Source: an optimization exercise on an open RTL-to-GDS flow (aim: small area, a short achievable clock period and few clock cycles). Production flows keep margins and buffers that such runs may drop.
Power and IR drop assume default switching activity.

==> flow/design.v <==
module DMA_AHB_Master #(
    parameter ADDR_WIDTH = 32,
    parameter DATA_WIDTH = 32,
    parameter BASE_ADDR  = 32'h0000_0000
)(
    input wire HCLK,
    input wire HRESETn,
    input wire [ADDR_WIDTH-1:0] HADDR,
    input wire [1:0] HTRANS,
    input wire HWRITE,
    input wire [DATA_WIDTH-1:0] HWDATA,
    output reg [DATA_WIDTH-1:0] HRDATA,
    output reg [ADDR_WIDTH-1:0] master_HADDR,
    output reg [2:0] master_HBURST,
    output reg master_HMASTLOCK,
    output reg [3:0] master_HPROT,
    output reg [2:0] master_HSIZE,
    output reg [1:0] master_HTRANS,
    output reg [DATA_WIDTH-1:0] master_HWDATA,
    output reg master_HWRITE,
    input wire [DATA_WIDTH-1:0] master_HRDATA,
    input wire master_HREADY,
    input wire master_HRESP
);
    reg [31:2] src_q;
    reg [31:2] dst_q;
    reg [31:0] size_q;
    reg        busy;
    reg        done;
    reg        wr_q;       
    reg [31:2] addr_q;
    reg [31:2] alt_q;
    reg [28:0] left_q;     
    reg [31:0] data_q;
    wire acc   = HTRANS[1];
    wire a_start = (HADDR == BASE_ADDR);
    wire a_src   = (HADDR == BASE_ADDR + 4);
    wire a_dst   = (HADDR == BASE_ADDR + 8);
    wire a_size  = (HADDR == BASE_ADDR + 12);
    wire a_done  = (HADDR == BASE_ADDR + 16);
    wire st    = acc & HWRITE & a_start & HWDATA[0];
    wire frac  = |size_q[1:0];
    wire last  = (left_q == 29'd0) | ((left_q == 29'd1) & ~frac);
    wire fin   = busy & wr_q & master_HREADY & last;
    wire busy_d = st | (busy & ~fin);
    always @(posedge HCLK or negedge HRESETn) begin
        if (!HRESETn) begin
            src_q  <= 30'd0;
            dst_q  <= 30'd0;
            size_q <= 32'd0;
            busy   <= 1'b0;
            done   <= 1'b0;
        end else begin
            if (acc & HWRITE & a_src)  src_q  <= HWDATA[31:2];
            if (acc & HWRITE & a_dst)  dst_q  <= HWDATA[31:2];
            if (acc & HWRITE & a_size) size_q <= HWDATA;
            busy <= busy_d;
            done <= (done & ~st) | fin;
        end
    end
    always @(posedge HCLK) begin
        if (~busy) begin
            wr_q   <= 1'b0;
            addr_q <= src_q;
            alt_q  <= dst_q;
            left_q <= size_q[30:2];
        end else if (master_HREADY) begin
            wr_q   <= ~wr_q;
            addr_q <= alt_q;
            alt_q  <= addr_q + 30'd1;
            if (wr_q) left_q <= left_q - 29'd1;
        end
        if (~wr_q) data_q <= master_HRDATA;
        HRDATA <= ({32{a_start}} & {31'd0, busy_d})
                | ({32{a_src}}   & {src_q, 2'b00})
                | ({32{a_dst}}   & {dst_q, 2'b00})
                | ({32{a_size}}  & size_q)
                | ({32{a_done}}  & {31'd0, done});
    end
    always @(*) begin
        master_HADDR     = {addr_q, 2'b00};
        master_HBURST    = 3'b000;
        master_HMASTLOCK = 1'b0;
        master_HPROT     = 4'b0000;
        master_HSIZE     = 3'b010;
        master_HTRANS    = {busy, 1'b0};
        master_HWDATA    = data_q;
        master_HWRITE    = wr_q;
    end
endmodule
clock: 6.0 ns
lec_check: 0
cap_margin: 20
core_margin: 2
core_utilization: 40
place_density: 0.6
setup_slack_margin: 3.6
slew_margin: 20
standard.sh (not shown) runs the stock make flow with config.mk's settings and CLKGATE_MAP_FILE= SYNTH_SCRIPT=/design/flow/synth_recipe.tcl, a recipe that flattens the netlist after the stock synthesis.
==> flow/flow/run.sh <==
#!/bin/bash
# Standard ORFS layout, with plain buffers on the ports instead of the
# delay cells buffer_ports picks by default. Synthesis is the standard one.
set -euo pipefail
bash standard.sh synth > synth.log 2>&1
export BUFFER_PORTS_ARGS="-buffer_cell sky130_fd_sc_hd__buf_1"
bash standard.sh > layout.log 2>&1
The starting point finished clean.
Edit:
--- a/flow/design.v
+++ b/flow/design.v
@@ -28,4 +28,6 @@
     reg        busy;
     reg        done;
+    reg [31:0] wdata_q;
+    reg        w_src, w_dst, w_size;
     reg        wr_q;       
     reg [31:2] addr_q;
@@ -33,11 +35,15 @@
     reg [28:0] left_q;     
     reg [31:0] data_q;
-    wire acc   = HTRANS[1];
-    wire a_start = (HADDR == BASE_ADDR);
-    wire a_src   = (HADDR == BASE_ADDR + 4);
-    wire a_dst   = (HADDR == BASE_ADDR + 8);
-    wire a_size  = (HADDR == BASE_ADDR + 12);
-    wire a_done  = (HADDR == BASE_ADDR + 16);
-    wire st    = acc & HWRITE & a_start & HWDATA[0];
+    wire hit     = ~|HADDR[31:5] & ~|HADDR[1:0];
+    wire a_start = hit & (HADDR[4:2] == 3'd0);
+    wire a_src   = hit & (HADDR[4:2] == 3'd1);
+    wire a_dst   = hit & (HADDR[4:2] == 3'd2);
+    wire a_size  = hit & (HADDR[4:2] == 3'd3);
+    wire a_done  = hit & (HADDR[4:2] == 3'd4);
+    wire wacc    = HTRANS[1] & HWRITE;
+    wire [31:2] src_d  = w_src  ? wdata_q[31:2] : src_q;
+    wire [31:2] dst_d  = w_dst  ? wdata_q[31:2] : dst_q;
+    wire [31:0] size_d = w_size ? wdata_q : size_q;
+    wire st    = wacc & a_start & HWDATA[0];
     wire frac  = |size_q[1:0];
     wire last  = (left_q == 29'd0) | ((left_q == 29'd1) & ~frac);
@@ -49,20 +55,27 @@
             dst_q  <= 30'd0;
             size_q <= 32'd0;
+            w_src  <= 1'b0;
+            w_dst  <= 1'b0;
+            w_size <= 1'b0;
             busy   <= 1'b0;
             done   <= 1'b0;
         end else begin
-            if (acc & HWRITE & a_src)  src_q  <= HWDATA[31:2];
-            if (acc & HWRITE & a_dst)  dst_q  <= HWDATA[31:2];
-            if (acc & HWRITE & a_size) size_q <= HWDATA;
-            busy <= busy_d;
-            done <= (done & ~st) | fin;
+            src_q  <= src_d;
+            dst_q  <= dst_d;
+            size_q <= size_d;
+            w_src  <= wacc & a_src;
+            w_dst  <= wacc & a_dst;
+            w_size <= wacc & a_size;
+            busy   <= busy_d;
+            done   <= (done & ~st) | fin;
         end
     end
     always @(posedge HCLK) begin
+        wdata_q <= HWDATA;
         if (~busy) begin
             wr_q   <= 1'b0;
-            addr_q <= src_q;
-            alt_q  <= dst_q;
-            left_q <= size_q[30:2];
+            addr_q <= src_d;
+            alt_q  <= dst_d;
+            left_q <= size_d[30:2];
         end else if (master_HREADY) begin
             wr_q   <= ~wr_q;
@@ -73,7 +86,7 @@
         if (~wr_q) data_q <= master_HRDATA;
         HRDATA <= ({32{a_start}} & {31'd0, busy_d})
-                | ({32{a_src}}   & {src_q, 2'b00})
-                | ({32{a_dst}}   & {dst_q, 2'b00})
-                | ({32{a_size}}  & size_q)
+                | ({32{a_src}}   & {src_d, 2'b00})
+                | ({32{a_dst}}   & {dst_d, 2'b00})
+                | ({32{a_size}}  & size_d)
                 | ({32{a_done}}  & {31'd0, done});
     end
After rerunning: Power goes up by roughly a tenth; synthesized area is higher by a little under a tenth; routed wire length came out higher slightly; combinational power went down by roughly a tenth; hold slack loses 0.0037 ns; critical path depth falls by 6; global-route usage shrinks by 0.90 points.
No run of this note included a check of the RTL's function; only the layout flow was run.

-- re-timing with driven ports --
No port has a modelled driver above. Below, the same layouts with a new extraction and two added sets of constraints.
Step 1, drivers: a clkbuf_16 drives HCLK and a buf_2 each remaining input, both assumed.
Step 2 also shifts input and output timing later by t, the mid clock arrival at the registers, as if the neighbouring blocks saw the same clock.
Slacks: no drivers / after step 1 / after step 2; pairs: no drivers / after step 1.
| run | t (ns) | setup slack, ns | worst setup path at the end | latest minus earliest clock arrival (ns) | pins driven straight from the clock port |
|---|---|---|---|---|---|
| the first run | 0.589 | 2.898 / 2.927 / 2.338 | input to register | 0.013 / 0.013 | 1 |
| the second run | 0.605 | 3.490 / 3.440 / 3.116 | input to register | 0.021 / 0.020 | 1 |
After both steps every run listed still meets setup and hold. For the first run, which loses most, drivers alone change the setup slack by +0.029 ns; drivers and shift together by -0.560 ns.
